What follows belongs to an exercise in optimizing a design on an open flow for small area, a short achievable clock period and few clock cycles; a production flow would make more cautious choices. No activity file was given, so power comes from the tool's default toggle rates.

==> flow/design.v <==
`timescale 1ns/1ps
module divider #(
    parameter XLEN_WIDTH = 32
)(
    input                   clk_i,
    input                   rst_i,
    input                   stall_i,
    input  logic [XLEN_WIDTH-1:0]      a_i,
    input  logic [XLEN_WIDTH-1:0]      b_i,
    input  logic            req_i,
    input  logic            kill_i,
    input  logic [ 1 : 0]   operation_sel_i,
    output logic [XLEN_WIDTH-1:0]      div_result_o,
    output logic            ready_o,
    output logic            result_valid_o
);
function automatic [5:0] clz32(input [31:0] x);
    reg [15:0] z1, c1;
    reg [7:0]  z2; reg [1:0] c2 [0:7];
    reg [3:0]  z3; reg [2:0] c3 [0:3];
    reg [1:0]  z4; reg [3:0] c4 [0:1];
    reg [4:0]  c5;
    integer i;
    begin
        for (i = 0; i < 16; i = i + 1) begin
            z1[i] = ~(x[2*i+1] | x[2*i]);
            c1[i] = ~x[2*i+1];
        end
        for (i = 0; i < 8; i = i + 1) begin
            z2[i] = z1[2*i+1] & z1[2*i];
            c2[i] = z1[2*i+1] ? {1'b1, c1[2*i]} : {1'b0, c1[2*i+1]};
        end
        for (i = 0; i < 4; i = i + 1) begin
            z3[i] = z2[2*i+1] & z2[2*i];
            c3[i] = z2[2*i+1] ? {1'b1, c2[2*i]} : {1'b0, c2[2*i+1]};
        end
        for (i = 0; i < 2; i = i + 1) begin
            z4[i] = z3[2*i+1] & z3[2*i];
            c4[i] = z3[2*i+1] ? {1'b1, c3[2*i]} : {1'b0, c3[2*i+1]};
        end
        c5 = z4[1] ? {1'b1, c4[0]} : {1'b0, c4[1]};
        clz32 = (z4[1] & z4[0]) ? 6'd32 : {1'b0, c5};
    end
endfunction
wire is_div    = ~operation_sel_i[1];
wire is_signed = ~operation_sel_i[0];
wire a_neg     = is_signed & a_i[31];
wire b_neg     = is_signed & b_i[31];
wire b_zero    = (b_i == 32'b0);
wire [31:0] abs_a = a_neg ? -a_i : a_i;
wire [31:0] ones_b = b_i ^ {32{b_neg}};
wire res_neg   = is_div ? (a_neg ^ b_neg) : a_neg;
wire a_pow2 = &(~a_i[30:0] | a_i[31:1]);
wire b_pow2 = &(~b_i[30:0] | b_i[31:1]);
wire [5:0] lz_a = clz32(a_i ^ {32{a_i[31]}});
wire [5:0] lz_b = clz32(b_i ^ {32{b_i[31]}});
wire [5:0] clz_a = (a_i[31] & ~is_signed) ? 6'd0 : lz_a - {5'b0, a_neg & a_pow2};
wire [5:0] clz_b = (b_i[31] & ~is_signed) ? 6'd0 : lz_b - {5'b0, b_neg & b_pow2};
wire shorter = clz_a > clz_b;
wire near    = {1'b0, clz_b} <= {1'b0, clz_a} + 7'd1;
localparam S_IDLE  = 2'd0,
           S_SETUP = 2'd1,
           S_CALC  = 2'd2,
           S_FIX   = 2'd3;
reg [1:0] S;
reg [31:0] R;        
reg [31:0] D;        
reg [3:0]  cnt;      
reg        dn;       
reg [5:0]  lzr_a, lzr_b;   
wire [5:0] shamt = lzr_b - lzr_a;
wire cin = ~dn;
wire [34:0] t1w = {2'b0, R, 1'b1} + {~{2'b0, D}, cin};
wire [34:0] t2w = {2'b0, R, 1'b1} + {~{1'b0, D, dn}, cin};
wire [33:0] t1 = t1w[34:1];
wire [33:0] t2 = t2w[34:1];
wire [34:0] cx = {3'b0, R};
wire [34:0] cy = ~{3'b0, D};
wire [34:0] cz = ~{2'b0, D, dn};
wire [34:0] cs = cx ^ cy ^ cz;
wire [34:0] cc = (cx & cy) | (cx & cz) | (cy & cz);
wire [35:0] t3w = {cs, 1'b1} + {cc[33:0], cin, cin};
wire [34:0] t3 = t3w[35:1];
wire ge1 = ~t1[33];
wire ge2 = ~t2[33];
wire ge3 = ~t3[34];
wire [1:0] qd = {ge2, ge3 | (ge1 & ~ge2)};
wire [31:0] R_nx = ge3 ? t3[31:0] : ge2 ? t2[31:0] : ge1 ? t1[31:0] : R;
wire last        = (cnt == 4'd0);
wire start   = (S == S_IDLE) & req_i;
wire quick   = b_zero | shorter;
wire [31:0] direct = is_div ? {32{b_zero}} : a_i;
wire done_calc  = (S == S_CALC) & last & ~res_neg;
wire done_fix   = (S == S_FIX);
wire finish     = (start & quick) | done_calc | done_fix;
always_ff @(posedge clk_i) begin
    if (rst_i)
        S <= S_IDLE;
    else if (kill_i)
        S <= S_IDLE;
    else case (S)
        S_IDLE:  S <= (req_i & ~quick) ? (near ? S_CALC : S_SETUP) : S_IDLE;
        S_SETUP: S <= S_CALC;
        S_CALC:  S <= last ? (res_neg ? S_FIX : S_IDLE) : S_CALC;
        default: S <= S_IDLE;
    endcase
end
always_ff @(posedge clk_i) begin
    case (S)
        S_IDLE:  begin R <= abs_a; D <= ones_b; cnt <= 4'd0; end
        S_SETUP: begin R <= abs_a; D <= (D << {shamt[4:1], 1'b0}) | ({32{dn}} & ~(32'hffffffff << {shamt[4:1], 1'b0})); cnt <= shamt[4:1]; end
        default: begin R <= R_nx;  D <= D >> 2; cnt <= cnt - 4'd1; end
    endcase
end
always_ff @(posedge clk_i) begin
    dn    <= b_neg;
    lzr_a <= clz_a;
    lzr_b <= clz_b;
end
always_ff @(posedge clk_i) begin
    if (start)
        div_result_o <= direct;
    else if (S == S_CALC)
        div_result_o <= (last & ~is_div) ? R_nx : {div_result_o[29:0], qd};
    else if (S == S_FIX)
        div_result_o <= -div_result_o;
end
always_ff @(posedge clk_i) begin
    if (rst_i) begin
        ready_o        <= 1'b1;
        result_valid_o <= 1'b0;
    end else begin
        ready_o        <= kill_i | ((S == S_IDLE) & ~req_i) | finish;
        result_valid_o <= ~kill_i & (finish | (stall_i & result_valid_o));
    end
end
endmodule
clock: 5.5 ns
lec_check: 0
cap_margin: 20
core_margin: 2
core_utilization: 45
place_density: 0.6
setup_slack_margin: 1.0
slew_margin: 20
run.sh (not shown) runs the stock make flow with config.mk's settings and CLKGATE_MAP_FILE= SYNTH_SCRIPT=/design/flow/synth_recipe.tcl, a recipe that flattens the netlist after the stock synthesis.
Next try:
--- a/flow/design.v
+++ b/flow/design.v
@@ -49,5 +49,5 @@
 wire b_zero    = (b_i == 32'b0);
 wire [31:0] abs_a = a_neg ? -a_i : a_i;
-wire [31:0] ones_b = b_i ^ {32{b_neg}};
+wire [31:0] abs_b = b_neg ? -b_i : b_i;
 wire res_neg   = is_div ? (a_neg ^ b_neg) : a_neg;
 wire a_pow2 = &(~a_i[30:0] | a_i[31:1]);
@@ -58,5 +58,4 @@
 wire [5:0] clz_b = (b_i[31] & ~is_signed) ? 6'd0 : lz_b - {5'b0, b_neg & b_pow2};
 wire shorter = clz_a > clz_b;
-wire near    = {1'b0, clz_b} <= {1'b0, clz_a} + 7'd1;
 localparam S_IDLE  = 2'd0,
            S_SETUP = 2'd1,
@@ -67,18 +66,14 @@
 reg [31:0] D;        
 reg [3:0]  cnt;      
-reg        dn;       
 reg [5:0]  lzr_a, lzr_b;   
 wire [5:0] shamt = lzr_b - lzr_a;
-wire cin = ~dn;
-wire [34:0] t1w = {2'b0, R, 1'b1} + {~{2'b0, D}, cin};
-wire [34:0] t2w = {2'b0, R, 1'b1} + {~{1'b0, D, dn}, cin};
-wire [33:0] t1 = t1w[34:1];
-wire [33:0] t2 = t2w[34:1];
+wire [33:0] t1 = {2'b0, R} - {2'b0, D};
+wire [33:0] t2 = {2'b0, R} - {1'b0, D, 1'b0};
 wire [34:0] cx = {3'b0, R};
 wire [34:0] cy = ~{3'b0, D};
-wire [34:0] cz = ~{2'b0, D, dn};
+wire [34:0] cz = ~{2'b0, D, 1'b0};
 wire [34:0] cs = cx ^ cy ^ cz;
 wire [34:0] cc = (cx & cy) | (cx & cz) | (cy & cz);
-wire [35:0] t3w = {cs, 1'b1} + {cc[33:0], cin, cin};
+wire [35:0] t3w = {cs, 1'b1} + {cc[33:0], 1'b1, 1'b1};
 wire [34:0] t3 = t3w[35:1];
 wire ge1 = ~t1[33];
@@ -100,5 +95,5 @@
         S <= S_IDLE;
     else case (S)
-        S_IDLE:  S <= (req_i & ~quick) ? (near ? S_CALC : S_SETUP) : S_IDLE;
+        S_IDLE:  S <= (req_i & ~quick) ? S_SETUP : S_IDLE;
         S_SETUP: S <= S_CALC;
         S_CALC:  S <= last ? (res_neg ? S_FIX : S_IDLE) : S_CALC;
@@ -108,11 +103,10 @@
 always_ff @(posedge clk_i) begin
     case (S)
-        S_IDLE:  begin R <= abs_a; D <= ones_b; cnt <= 4'd0; end
-        S_SETUP: begin R <= abs_a; D <= (D << {shamt[4:1], 1'b0}) | ({32{dn}} & ~(32'hffffffff << {shamt[4:1], 1'b0})); cnt <= shamt[4:1]; end
+        S_IDLE:  begin R <= abs_a; D <= abs_b; cnt <= shamt[4:1]; end
+        S_SETUP: begin R <= abs_a; D <= D << {shamt[4:1], 1'b0}; cnt <= shamt[4:1]; end
         default: begin R <= R_nx;  D <= D >> 2; cnt <= cnt - 4'd1; end
     endcase
 end
 always_ff @(posedge clk_i) begin
-    dn    <= b_neg;
     lzr_a <= clz_a;
     lzr_b <= clz_b;
Result:
- sequential power goes down by 17%
- final area goes down by 5.0%
- wire length goes down by 7.9%
- hold slack is worse by 0.0065 ns
- total power goes down by 32%
- utilization barely changes
- setup slack is better by 0.071 ns
- cell count goes down by 4.5%
- die area goes down by 4.4%
No functional check of the RTL was part of any run of this note.


Setup of 05-21:
divider, a different RTL version from the one above (not shown whole).
Size: about 110 flip-flops, roughly 110 I/O pins.
==> module divider, before the edit <==
module divider #(
    parameter XLEN_WIDTH = 32
)(
    input                   clk_i,
    input                   rst_i,
    input                   stall_i,
    input  logic [XLEN_WIDTH-1:0]      a_i,
    input  logic [XLEN_WIDTH-1:0]      b_i,
    input  logic            req_i,
    input  logic            kill_i,
    input  logic [ 1 : 0]   operation_sel_i,
    output logic [XLEN_WIDTH-1:0]      div_result_o,
    output logic            ready_o,
    output logic            result_valid_o
);
function automatic [5:0] clz32(input [31:0] x);
    reg [15:0] z1, c1;
    reg [7:0]  z2; reg [1:0] c2 [0:7];
    reg [3:0]  z3; reg [2:0] c3 [0:3];
    reg [1:0]  z4; reg [3:0] c4 [0:1];
    reg [4:0]  c5;
    integer i;
    begin
        for (i = 0; i < 16; i = i + 1) begin
            z1[i] = ~(x[2*i+1] | x[2*i]);
            c1[i] = ~x[2*i+1];
        end
        for (i = 0; i < 8; i = i + 1) begin
            z2[i] = z1[2*i+1] & z1[2*i];
            c2[i] = z1[2*i+1] ? {1'b1, c1[2*i]} : {1'b0, c1[2*i+1]};
        end
        for (i = 0; i < 4; i = i + 1) begin
            z3[i] = z2[2*i+1] & z2[2*i];
            c3[i] = z2[2*i+1] ? {1'b1, c2[2*i]} : {1'b0, c2[2*i+1]};
        end
        for (i = 0; i < 2; i = i + 1) begin
            z4[i] = z3[2*i+1] & z3[2*i];
            c4[i] = z3[2*i+1] ? {1'b1, c3[2*i]} : {1'b0, c3[2*i+1]};
        end
        c5 = z4[1] ? {1'b1, c4[0]} : {1'b0, c4[1]};
        clz32 = (z4[1] & z4[0]) ? 6'd32 : {1'b0, c5};
    end
endfunction
wire is_div    = ~operation_sel_i[1];
wire is_signed = ~operation_sel_i[0];
wire a_neg     = is_signed & a_i[31];
wire b_neg     = is_signed & b_i[31];
wire a_zero    = (a_i == 32'b0);
wire b_zero    = (b_i == 32'b0);
wire [31:0] abs_a = a_neg ? -a_i : a_i;
wire [31:0] abs_b = b_neg ? -b_i : b_i;
wire res_neg   = is_div ? (a_neg ^ b_neg) : a_neg;
wire a_pow2 = &(~a_i[30:0] | a_i[31:1]);
wire b_pow2 = &(~b_i[30:0] | b_i[31:1]);
wire [5:0] lz_a = clz32(a_i ^ {32{a_i[31]}}) - {5'b0, a_i[31] & a_pow2};
wire [5:0] lz_b = clz32(b_i ^ {32{b_i[31]}}) - {5'b0, b_i[31] & b_pow2};
wire [5:0] clz_a = (a_i[31] & ~is_signed) ? 6'd0 : lz_a;
wire [5:0] clz_b = (b_i[31] & ~is_signed) ? 6'd0 : lz_b;
wire [6:0] shamt = {1'b0, clz_b} - {1'b0, clz_a};
localparam S_IDLE  = 2'd0,
           S_SETUP = 2'd1,
           S_CALC  = 2'd2,
           S_FIX   = 2'd3;
reg [1:0] S;
reg [31:0] R;        
reg [31:0] D;        
reg [3:0]  cnt;      
reg        trivial;  
wire [33:0] t1 = {2'b0, R} - {2'b0, D};
wire [33:0] t2 = {2'b0, R} - {1'b0, D, 1'b0};
wire [34:0] cx = {3'b0, R};
wire [34:0] cy = ~{3'b0, D};
wire [34:0] cz = ~{2'b0, D, 1'b0};
wire [34:0] cs = cx ^ cy ^ cz;
wire [34:0] cc = (cx & cy) | (cx & cz) | (cy & cz);
wire [35:0] t3w = {cs, 1'b1} + {cc[33:0], 1'b1, 1'b1};
wire [34:0] t3 = t3w[35:1];
wire ge1 = ~t1[33];
wire ge2 = ~t2[33];
wire ge3 = ~t3[34];
wire [1:0] qd = {ge2, ge3 | (ge1 & ~ge2)};
wire [31:0] R_nx = ge3 ? t3[31:0] : ge2 ? t2[31:0] : ge1 ? t1[31:0] : R;
wire last        = (cnt == 4'd0);
wire start   = (S == S_IDLE) & req_i;
wire quick   = a_zero | b_zero;
wire [31:0] direct = is_div ? {32{b_zero}} : a_i;
wire done_setup = (S == S_SETUP) & trivial;
wire done_calc  = (S == S_CALC) & last & ~res_neg;
wire done_fix   = (S == S_FIX);
wire finish     = (start & quick) | done_setup | done_calc | done_fix;
always_ff @(posedge clk_i) begin
    if (rst_i)
        S <= S_IDLE;
    else if (kill_i)
        S <= S_IDLE;
    else case (S)
        S_IDLE:  S <= (req_i & ~quick) ? S_SETUP : S_IDLE;
        S_SETUP: S <= trivial ? S_IDLE : S_CALC;
        S_CALC:  S <= last ? (res_neg ? S_FIX : S_IDLE) : S_CALC;
        default: S <= S_IDLE;
    endcase
end
always_ff @(posedge clk_i) begin
    case (S)
        S_IDLE:  begin R <= abs_a; D <= abs_b; cnt <= shamt[4:1]; trivial <= shamt[6]; end
        S_SETUP: begin R <= R;     D <= D << {cnt, 1'b0}; cnt <= cnt; end
        default: begin R <= R_nx;  D <= D >> 2; cnt <= cnt - 4'd1; end
    endcase
end
always_ff @(posedge clk_i) begin
    if (start | (S == S_SETUP))
        div_result_o <= direct;
    else if (S == S_CALC)
        div_result_o <= (last & ~is_div) ? R_nx : {div_result_o[29:0], qd};
    else if (S == S_FIX)
        div_result_o <= -div_result_o;
end
always_ff @(posedge clk_i) begin
    if (rst_i) begin
        ready_o        <= 1'b1;
        result_valid_o <= 1'b0;
    end else begin
        ready_o        <= kill_i | ((S == S_IDLE) & ~req_i) | finish;
        result_valid_o <= ~kill_i & (finish | (stall_i & result_valid_o));
    end
end
endmodule
clock: 5.5 ns
lec_check: 0
cap_margin: 20
core_margin: 2
core_utilization: 45
place_density: 0.6
setup_slack_margin: 2.5
slew_margin: 20
05-21 finished every step from synthesis to the final layout, and the layout passed the timing, design-rule and antenna checks.
Input-level comparison between 08-11 and 05-21:
==> flow/design.v <==
`timescale 1ns/1ps
module divider #(
    parameter XLEN_WIDTH = 32
)(
    input                   clk_i,
    input                   rst_i,
    input                   stall_i,
    input  logic [XLEN_WIDTH-1:0]      a_i,
    input  logic [XLEN_WIDTH-1:0]      b_i,
    input  logic            req_i,
    input  logic            kill_i,
    input  logic [ 1 : 0]   operation_sel_i,
    output logic [XLEN_WIDTH-1:0]      div_result_o,
    output logic            ready_o,
    output logic            result_valid_o
);
function automatic [5:0] clz32(input [31:0] x);
    reg [15:0] z1, c1;
    reg [7:0]  z2; reg [1:0] c2 [0:7];
    reg [3:0]  z3; reg [2:0] c3 [0:3];
    reg [1:0]  z4; reg [3:0] c4 [0:1];
    reg [4:0]  c5;
    integer i;
    begin
        for (i = 0; i < 16; i = i + 1) begin
            z1[i] = ~(x[2*i+1] | x[2*i]);
            c1[i] = ~x[2*i+1];
        end
        for (i = 0; i < 8; i = i + 1) begin
            z2[i] = z1[2*i+1] & z1[2*i];
            c2[i] = z1[2*i+1] ? {1'b1, c1[2*i]} : {1'b0, c1[2*i+1]};
        end
        for (i = 0; i < 4; i = i + 1) begin
            z3[i] = z2[2*i+1] & z2[2*i];
            c3[i] = z2[2*i+1] ? {1'b1, c2[2*i]} : {1'b0, c2[2*i+1]};
        end
        for (i = 0; i < 2; i = i + 1) begin
            z4[i] = z3[2*i+1] & z3[2*i];
            c4[i] = z3[2*i+1] ? {1'b1, c3[2*i]} : {1'b0, c3[2*i+1]};
        end
        c5 = z4[1] ? {1'b1, c4[0]} : {1'b0, c4[1]};
        clz32 = (z4[1] & z4[0]) ? 6'd32 : {1'b0, c5};
    end
endfunction
wire is_div    = ~operation_sel_i[1];
wire is_signed = ~operation_sel_i[0];
wire a_neg     = is_signed & a_i[31];
wire b_neg     = is_signed & b_i[31];
wire b_zero    = (b_i == 32'b0);
wire [31:0] abs_a = a_neg ? -a_i : a_i;
wire [31:0] abs_b = b_neg ? -b_i : b_i;
wire res_neg   = is_div ? (a_neg ^ b_neg) : a_neg;
wire a_pow2 = &(~a_i[30:0] | a_i[31:1]);
wire b_pow2 = &(~b_i[30:0] | b_i[31:1]);
wire [5:0] lz_a = clz32(a_i ^ {32{a_i[31]}});
wire [5:0] lz_b = clz32(b_i ^ {32{b_i[31]}});
wire [5:0] clz_a = (a_i[31] & ~is_signed) ? 6'd0 : lz_a - {5'b0, a_neg & a_pow2};
wire [5:0] clz_b = (b_i[31] & ~is_signed) ? 6'd0 : lz_b - {5'b0, b_neg & b_pow2};
wire shorter = clz_a > clz_b;
localparam S_IDLE  = 2'd0,
           S_SETUP = 2'd1,
           S_CALC  = 2'd2,
           S_FIX   = 2'd3;
reg [1:0] S;
reg [31:0] R;        
reg [31:0] D;        
reg [4:0]  cnt;      
reg [5:0]  lzr_a, lzr_b;   
wire [5:0] shamt = lzr_b - lzr_a;
wire [32:0] diff = {1'b0, R} - {1'b0, D};
wire qb          = ~diff[32];
wire [31:0] R_nx = qb ? diff[31:0] : R;
wire last        = (cnt == 5'd0);
wire start   = (S == S_IDLE) & req_i;
wire quick   = b_zero | shorter;
wire [31:0] direct = is_div ? {32{b_zero}} : a_i;
wire done_calc  = (S == S_CALC) & last & ~res_neg;
wire done_fix   = (S == S_FIX);
wire finish     = (start & quick) | done_calc | done_fix;
always_ff @(posedge clk_i) begin
    if (rst_i)
        S <= S_IDLE;
    else if (kill_i)
        S <= S_IDLE;
    else case (S)
        S_IDLE:  S <= (req_i & ~quick) ? S_SETUP : S_IDLE;
        S_SETUP: S <= S_CALC;
        S_CALC:  S <= last ? (res_neg ? S_FIX : S_IDLE) : S_CALC;
        default: S <= S_IDLE;
    endcase
end
always_ff @(posedge clk_i) begin
    case (S)
        S_IDLE:  begin R <= abs_a; D <= abs_b; cnt <= shamt[4:0]; end
        S_SETUP: begin R <= abs_a; D <= D << shamt[4:0]; cnt <= shamt[4:0]; end
        default: begin R <= R_nx;  D <= D >> 1; cnt <= cnt - 5'd1; end
    endcase
end
always_ff @(posedge clk_i) begin
    lzr_a <= clz_a;
    lzr_b <= clz_b;
end
always_ff @(posedge clk_i) begin
    if (start)
        div_result_o <= direct;
    else if (S == S_CALC)
        div_result_o <= (last & ~is_div) ? R_nx : {div_result_o[30:0], qb};
    else if (S == S_FIX)
        div_result_o <= -div_result_o;
end
always_ff @(posedge clk_i) begin
    if (rst_i) begin
        ready_o        <= 1'b1;
        result_valid_o <= 1'b0;
    end else begin
        ready_o        <= kill_i | ((S == S_IDLE) & ~req_i) | finish;
        result_valid_o <= ~kill_i & (finish | (stall_i & result_valid_o));
    end
end
endmodule
[summary]
08-11 ended up with met5 as its highest routing layer actually used; 05-21 ended up with met4.
Design area shrinks by more than 10% when moving from 05-21 to 08-11.
Die area | 08-11 < 05-21
Going from 05-21 to 08-11, the worst vdd rail ir drop was found to have gone up by 11%.
[08-11] routed wire length fell about 30% relative to 05-21
Final period demand of the worst path, 05-21 and 08-11: smaller value in 05-21
More vias were needed by 05-21 than by 08-11.
In the reports for 05-21 and 08-11, the smaller final-layout clock buffer total belongs to 05-21.
Function was not checked in any run of this note: the RTL went through the layout flow alone.

[port drivers added, routing unchanged]
The flow's constraints put no driver on any port. The routed layouts listed below were extracted and timed again, unchanged, in two steps. Step 1, drivers: a clkbuf_16 drives clk_i and a buf_2 each remaining input, both assumed. Step 2 also shifts input and output timing later by t, the mid clock arrival at the registers, as if the neighbouring blocks saw the same clock. Three values: ideal ports, drivers, drivers and shift; two values: the first two.
run | shift t [ns] | slack for setup (ns) | worst data-port slew with drivers (ns) | cell pins on the clock port's net
the first run of note 1 | 0.471 | 0.970 / 0.995 / 0.525 | 0.06 | 1
the second run of note 1 | 0.485 | 1.041 / 1.065 / 0.579 | 0.05 | 1
05-21 | 0.418 | 1.499 / 1.510 / 1.092 | 0.06 | 1
08-11 | 0.468 | 1.165 / 1.166 / 0.698 | 0.06 | 1
After both steps every run listed still meets setup and hold. For 08-11, which loses most, drivers alone change the setup slack by +0.001 ns; drivers and shift together by -0.467 ns.
